From an optimization exercise on the open Yosys and OpenROAD flow, aimed at small area; shortcuts taken in it are not production practice. The RTL was checked by simulation tests, not by an equivalence proof against the original design. Power is estimated from default activity; no workload was simulated.

06-12:
## breakout
module breakout(
    input  logic clk,
    input  logic right,
    input  logic left,
    input  logic reset,
    output logic [2:0] red,
    output logic [2:0] green,
    output logic [2:0] blue,
    output logic hsync,
    output logic vsync
    );
function automatic logic geq(input logic [9:0] x, input logic [9:0] k);
  geq = 1'b1;
  for (int i = 0; i < 10; i++) geq = k[i] ? (x[i] & geq) : (x[i] | geq);
endfunction
function automatic logic leq(input logic [9:0] x, input logic [9:0] k);
  leq = !geq(x, k + 10'd1);
endfunction
logic [9:0] hc, vc;
wire hend = hc[9] & hc[8] & (&hc[4:0]);         
wire vend = vc[9] & vc[3];                      
always_ff @(posedge clk)
  if (reset) begin
    hc <= 0; vc <= 0;
  end else if (hend) begin
    hc <= 0;
    vc <= vend ? 10'd0 : vc + 10'd1;
  end else
    hc <= hc + 10'd1;
assign hsync = (|hc[9:7]) | (hc[6] & hc[5]);    
assign vsync = |vc[9:1];                        
wire ax = !(hc[9] & (hc[8] | hc[7]));            
wire ay = !(vc[9] | (&vc[8:5]));                 
wire area = ax & ay;
wire top    = ax & !geq(vc, 10'd11);             
wire bottom = ax & (vc[9:2] == 8'b01110111);     
  ...
For scale: roughly 710 cells after synthesis, about 15 I/O pins, about 0.0060 mm² of cells after synthesis.
==> flow/config.mk <==
export PLATFORM = sky130hd
export DESIGN_NAME = breakout
export DESIGN_NICKNAME = breakout
export VERILOG_FILES = /design/flow/design.v
export SDC_FILE = /design/flow/constraint.sdc
export NUM_CORES = 4
export LEC_CHECK = 0
export CAP_MARGIN = 20
export CORE_MARGIN = 2
export CORE_UTILIZATION = 60
export CTS_BUF_LIST = sky130_fd_sc_hd__clkbuf_8
export GPL_TIMING_DRIVEN = 0
export SLEW_MARGIN = 20
==> flow/constraint.sdc <==
create_clock -name core_clock -period 8.0 [get_ports {clk}]
set_input_delay 1.6000 -clock core_clock [delete_from_list [all_inputs] [get_ports {clk}]]
set_output_delay 1.6000 -clock core_clock [all_outputs]
set_load 0.01 [all_outputs]
standard.sh (not shown) runs the stock make flow with config.mk's settings and CLKGATE_MAP_FILE= SYNTH_SCRIPT=/design/flow/synth_recipe.tcl, a recipe that flattens the netlist after the stock synthesis.
==> flow/flow/run.sh <==
#!/bin/bash
# Layout flow: the standard synthesis, then the combinational logic is
# mapped again with an area-oriented ABC script (every register, its name and
# its cell are kept), then the standard layout from the floorplan on,
# with the make settings listed in make_args.txt (one per line).
set -euo pipefail
F=$(cd "$(dirname "${BASH_SOURCE[0]}")" && pwd)
W=$(pwd)
R=$W/orfs/results/$FLOW_PLATFORM/breakout/base
LIB=$FLOW_HOME/platforms/sky130hd/lib/sky130_fd_sc_hd__tt_025C_1v80.lib

bash standard.sh synth > synth_standard.log 2>&1
cp $R/1_2_yosys.v $W/netlist_standard.v

python3 $F/gen_models.py $LIB $W/comb_models.v > gen_models.log 2>&1
sed -e "s#LIBFILE#$LIB#g" -e "s#MODELS#$W/comb_models.v#" -e "s#NETLIST#$W/netlist_standard.v#" \
    -e "s#SCRIPT#$F/area.abc#" -e "s#STATFILE#$W/remap_stat.txt#" -e "s#OUTFILE#$W/netlist_remapped.v#" \
    $F/remap.ys.tmpl > $W/remap.ys
yosys -s $W/remap.ys > remap_yosys.log 2>&1

cp $W/netlist_remapped.v $R/1_2_yosys.v
rm -f $R/1_synth.odb $R/1_synth.sdc
ARGS=()
if [[ -f $F/make_args.txt ]]; then
  while IFS= read -r line; do [[ -n "$line" ]] && ARGS+=("$line"); done < $F/make_args.txt
fi
bash standard.sh "${ARGS[@]}" finish > layout.log 2>&1
==> flow/flow/area.abc <==
strash; dc2; &get -n; &deepsyn -T 30; &put; dc2; dch -f; amap; topo
==> flow/flow/make_args.txt <==
CTS_ARGS=-repair_clock_nets -buf_list sky130_fd_sc_hd__clkbuf_8 -dont_use_dummy_load
BUFFER_PORTS_ARGS=-buffer_cell sky130_fd_sc_hd__buf_1
Other scripts of this flow, unchanged in this note and not shown: flow/flow/gen_models.py, flow/flow/remap.ys.tmpl
The inputs of 10-05 differ from those of 06-12 as listed below.
==> flow/flow/run.sh <==
#!/bin/bash
# Layout flow: the standard synthesis; then the combinational logic is
# mapped again with area-oriented ABC scripts (every register, its name and
# its cell are kept), trying several ABC random seeds and keeping the
# smallest netlist; then the standard layout from the floorplan on, with
# the make settings listed in make_args.txt (one per line).
set -euo pipefail
F=$(cd "$(dirname "${BASH_SOURCE[0]}")" && pwd)
W=$(pwd)
R=$W/orfs/results/$FLOW_PLATFORM/breakout/base
LIB=$FLOW_HOME/platforms/sky130hd/lib/sky130_fd_sc_hd__tt_025C_1v80.lib

bash standard.sh synth > synth_standard.log 2>&1
cp $R/1_2_yosys.v $W/netlist_standard.v

python3 $F/gen_models.py $LIB $W/comb_models.v > gen_models.log 2>&1

remap() {
  local S=$1
  sed -e "s#SEED#$S#" $F/area.abc.tmpl > $W/area_$S.abc
  sed -e "s#LIBFILE#$LIB#g" -e "s#MODELS#$W/comb_models.v#" -e "s#NETLIST#$W/netlist_standard.v#" \
      -e "s#SCRIPT#$W/area_$S.abc#" -e "s#STATFILE#$W/remap_stat_$S.txt#" -e "s#OUTFILE#$W/netlist_remapped_$S.v#" \
      $F/remap.ys.tmpl > $W/remap_$S.ys
  yosys -s $W/remap_$S.ys > remap_yosys_$S.log 2>&1
}
for S in 0 1 2 3; do remap $S & done; wait
for S in 4 5 6 7; do remap $S & done; wait

BEST=""; BESTA=""
for S in 0 1 2 3 4 5 6 7; do
  A=$(awk '/Chip area/ {print $NF}' $W/remap_stat_$S.txt)
  echo "seed $S area $A" >> remap_choice.log
  if [[ -z "$BEST" ]] || awk -v a="$A" -v b="$BESTA" 'BEGIN {exit !(a < b)}'; then BEST=$S; BESTA=$A; fi
done
echo "chosen seed $BEST area $BESTA" >> remap_choice.log

cp $W/netlist_remapped_$BEST.v $R/1_2_yosys.v
rm -f $R/1_synth.odb $R/1_synth.sdc
ARGS=()
if [[ -f $F/make_args.txt ]]; then
  while IFS= read -r line; do [[ -n "$line" ]] && ARGS+=("$line"); done < $F/make_args.txt
fi
bash standard.sh "${ARGS[@]}" finish > layout.log 2>&1
==> flow/flow/area.abc.tmpl (new file) <==
strash; dc2; &get -n; &deepsyn -T 40 -S SEED; &put; dc2; dch -f; amap; topo
==> flow/flow/make_args.txt <==
CTS_ARGS=-sink_clustering_enable -repair_clock_nets -buf_list sky130_fd_sc_hd__clkbuf_8 -dont_use_dummy_load
BUFFER_PORTS_ARGS=-buffer_cell sky130_fd_sc_hd__buf_1
removed: flow/flow/area.abc
Results
- | mean instance size in the synthesized netlist | 10-05 vs 06-12 | ≈ equal |
- Sum of internal, switching and leakage power (10-05 vs. 06-12) increases slightly
- Compared with 06-12, 10-05 shows worst hold slack lower by 0.032 ns.

* * *

breakout, a different RTL version from the one above (not shown whole).
For scale: about 760 cells after synthesis, about 0.0062 sq mm of cells after synthesis.
export LEC_CHECK = 0
export CAP_MARGIN = 20
export CORE_MARGIN = 2
export CORE_UTILIZATION = 40
export CTS_BUF_LIST = sky130_fd_sc_hd__clkbuf_8
export SLEW_MARGIN = 20
create_clock -name core_clock -period 8.0 [get_ports {clk}]
==> flow/flow/run.sh <==
#!/bin/bash
# Layout flow: the standard synthesis, then the combinational logic is
# mapped again with an area-oriented ABC script (every register, its name and
# its cell are kept), then the standard layout from the floorplan on,
# with the make settings listed in make_args.txt (one per line).
set -euo pipefail
F=$(cd "$(dirname "${BASH_SOURCE[0]}")" && pwd)
W=$(pwd)
R=$W/orfs/results/$FLOW_PLATFORM/breakout/base
LIB=$FLOW_HOME/platforms/sky130hd/lib/sky130_fd_sc_hd__tt_025C_1v80.lib

bash standard.sh synth > synth_standard.log 2>&1
cp $R/1_2_yosys.v $W/netlist_standard.v

python3 $F/gen_models.py $LIB $W/comb_models.v > gen_models.log 2>&1
sed -e "s#LIBFILE#$LIB#g" -e "s#MODELS#$W/comb_models.v#" -e "s#NETLIST#$W/netlist_standard.v#" \
    -e "s#SCRIPT#$F/area.abc#" -e "s#STATFILE#$W/remap_stat.txt#" -e "s#OUTFILE#$W/netlist_remapped.v#" \
    $F/remap.ys.tmpl > $W/remap.ys
yosys -s $W/remap.ys > remap_yosys.log 2>&1

cp $W/netlist_remapped.v $R/1_2_yosys.v
rm -f $R/1_synth.odb $R/1_synth.sdc
ARGS=()
if [[ -f $F/make_args.txt ]]; then
  while IFS= read -r line; do [[ -n "$line" ]] && ARGS+=("$line"); done < $F/make_args.txt
fi
bash standard.sh "${ARGS[@]}" finish > layout.log 2>&1
==> flow/flow/make_args.txt <==
CTS_ARGS=-sink_clustering_enable -repair_clock_nets -buf_list sky130_fd_sc_hd__clkbuf_8 -dont_use_dummy_load
BUFFER_PORTS_ARGS=-buffer_cell sky130_fd_sc_hd__buf_1
Other scripts of this flow, unchanged in this note and not shown: flow/flow/area.abc, flow/flow/gen_models.py, flow/flow/remap.ys.tmpl
Change:
- CORE_UTILIZATION: 40 -> 60
- GPL_TIMING_DRIVEN: unset -> 0
Outcome: Core utilization came out higher by 21 points; clock-buffer cell count stays the same; design area came out lower by 1.3%; die area came out lower by 32%; via count barely changes; combinational power came out lower by about 2%; fmax came out lower by 3.2%.
Change:
==> flow/flow/make_args.txt (replaced) <==
CTS_ARGS=-sink_clustering_enable -sink_clustering_size 40 -sink_clustering_max_diameter 200 -repair_clock_nets -buf_list sky130_fd_sc_hd__clkbuf_16 -dont_use_dummy_load
BUFFER_PORTS_ARGS=-buffer_cell sky130_fd_sc_hd__buf_1
- CORE_UTILIZATION: 60 -> 40
- GPL_TIMING_DRIVEN: 0 -> unset
Cell count is higher by a few percent.
Sequential power barely changes.
Routed wire length is higher by roughly a tenth.
Non-clock buffer count is higher by 7.
Power is higher by about a fifth.
Cell area is higher by a few percent.
Flip-flop and latch count does not change.
Die area is higher by well over a third.
Change:
==> flow/flow/make_args.txt (replaced) <==
CTS_ARGS=-sink_clustering_enable -sink_clustering_size 30 -sink_clustering_max_diameter 100 -repair_clock_nets -buf_list sky130_fd_sc_hd__clkbuf_8 -dont_use_dummy_load
BUFFER_PORTS_ARGS=-buffer_cell sky130_fd_sc_hd__buf_1
Result: Global-route usage is about the same; cell count stays the same; wire length decreases by 0.86%; area after synthesis does not change; sequential share of layout area is higher by 1.3 points; sequential power stays flat; combinational power went down by about 0.7%; fmax decreases by 0.54%.

static timing again, ports no longer ideal:
The results above use ideal ports. As a check the final layouts listed here were re-extracted and re-timed, cells and wires unchanged. Step 1: set_driving_cell puts a clkbuf_16 on clk and a buf_2 on each other input, an assumption about the parent block. Step 2 times the ports against the registers' clock, not the clock port: input delays grow and output delays shrink by t, the midpoint of the rising clock arrivals with the driver on. Three values: ideal, step 1, step 2; two values: the first two.
| run | t (ns) | slack for setup (ns) | latest minus earliest clock arrival (ns) | worst slew at a driven data input, ns |
|---|---|---|---|---|
| 06-12 | 0.465 | 2.062 / 2.062 / 2.062 | 0.025 / 0.025 | 0.03 |
| 10-05 | 0.475 | 2.416 / 2.416 / 2.416 | 0.032 / 0.033 | 0.03 |
| the first run of note 2 | 0.477 | 0.746 / 0.709 / 1.186 | 0.038 / 0.038 | 0.03 |
| the second run of note 2 | 0.471 | 0.504 / 0.469 / 0.940 | 0.030 / 0.031 | 0.03 |
| the third run of note 2 | 0.451 | 0.785 / 0.746 / 1.197 | 0.025 / 0.026 | 0.03 |
| the fourth run of note 2 | 0.477 | 0.746 / 0.709 / 1.186 | 0.038 / 0.038 | 0.03 |
After both steps setup and hold are still met in every run listed.
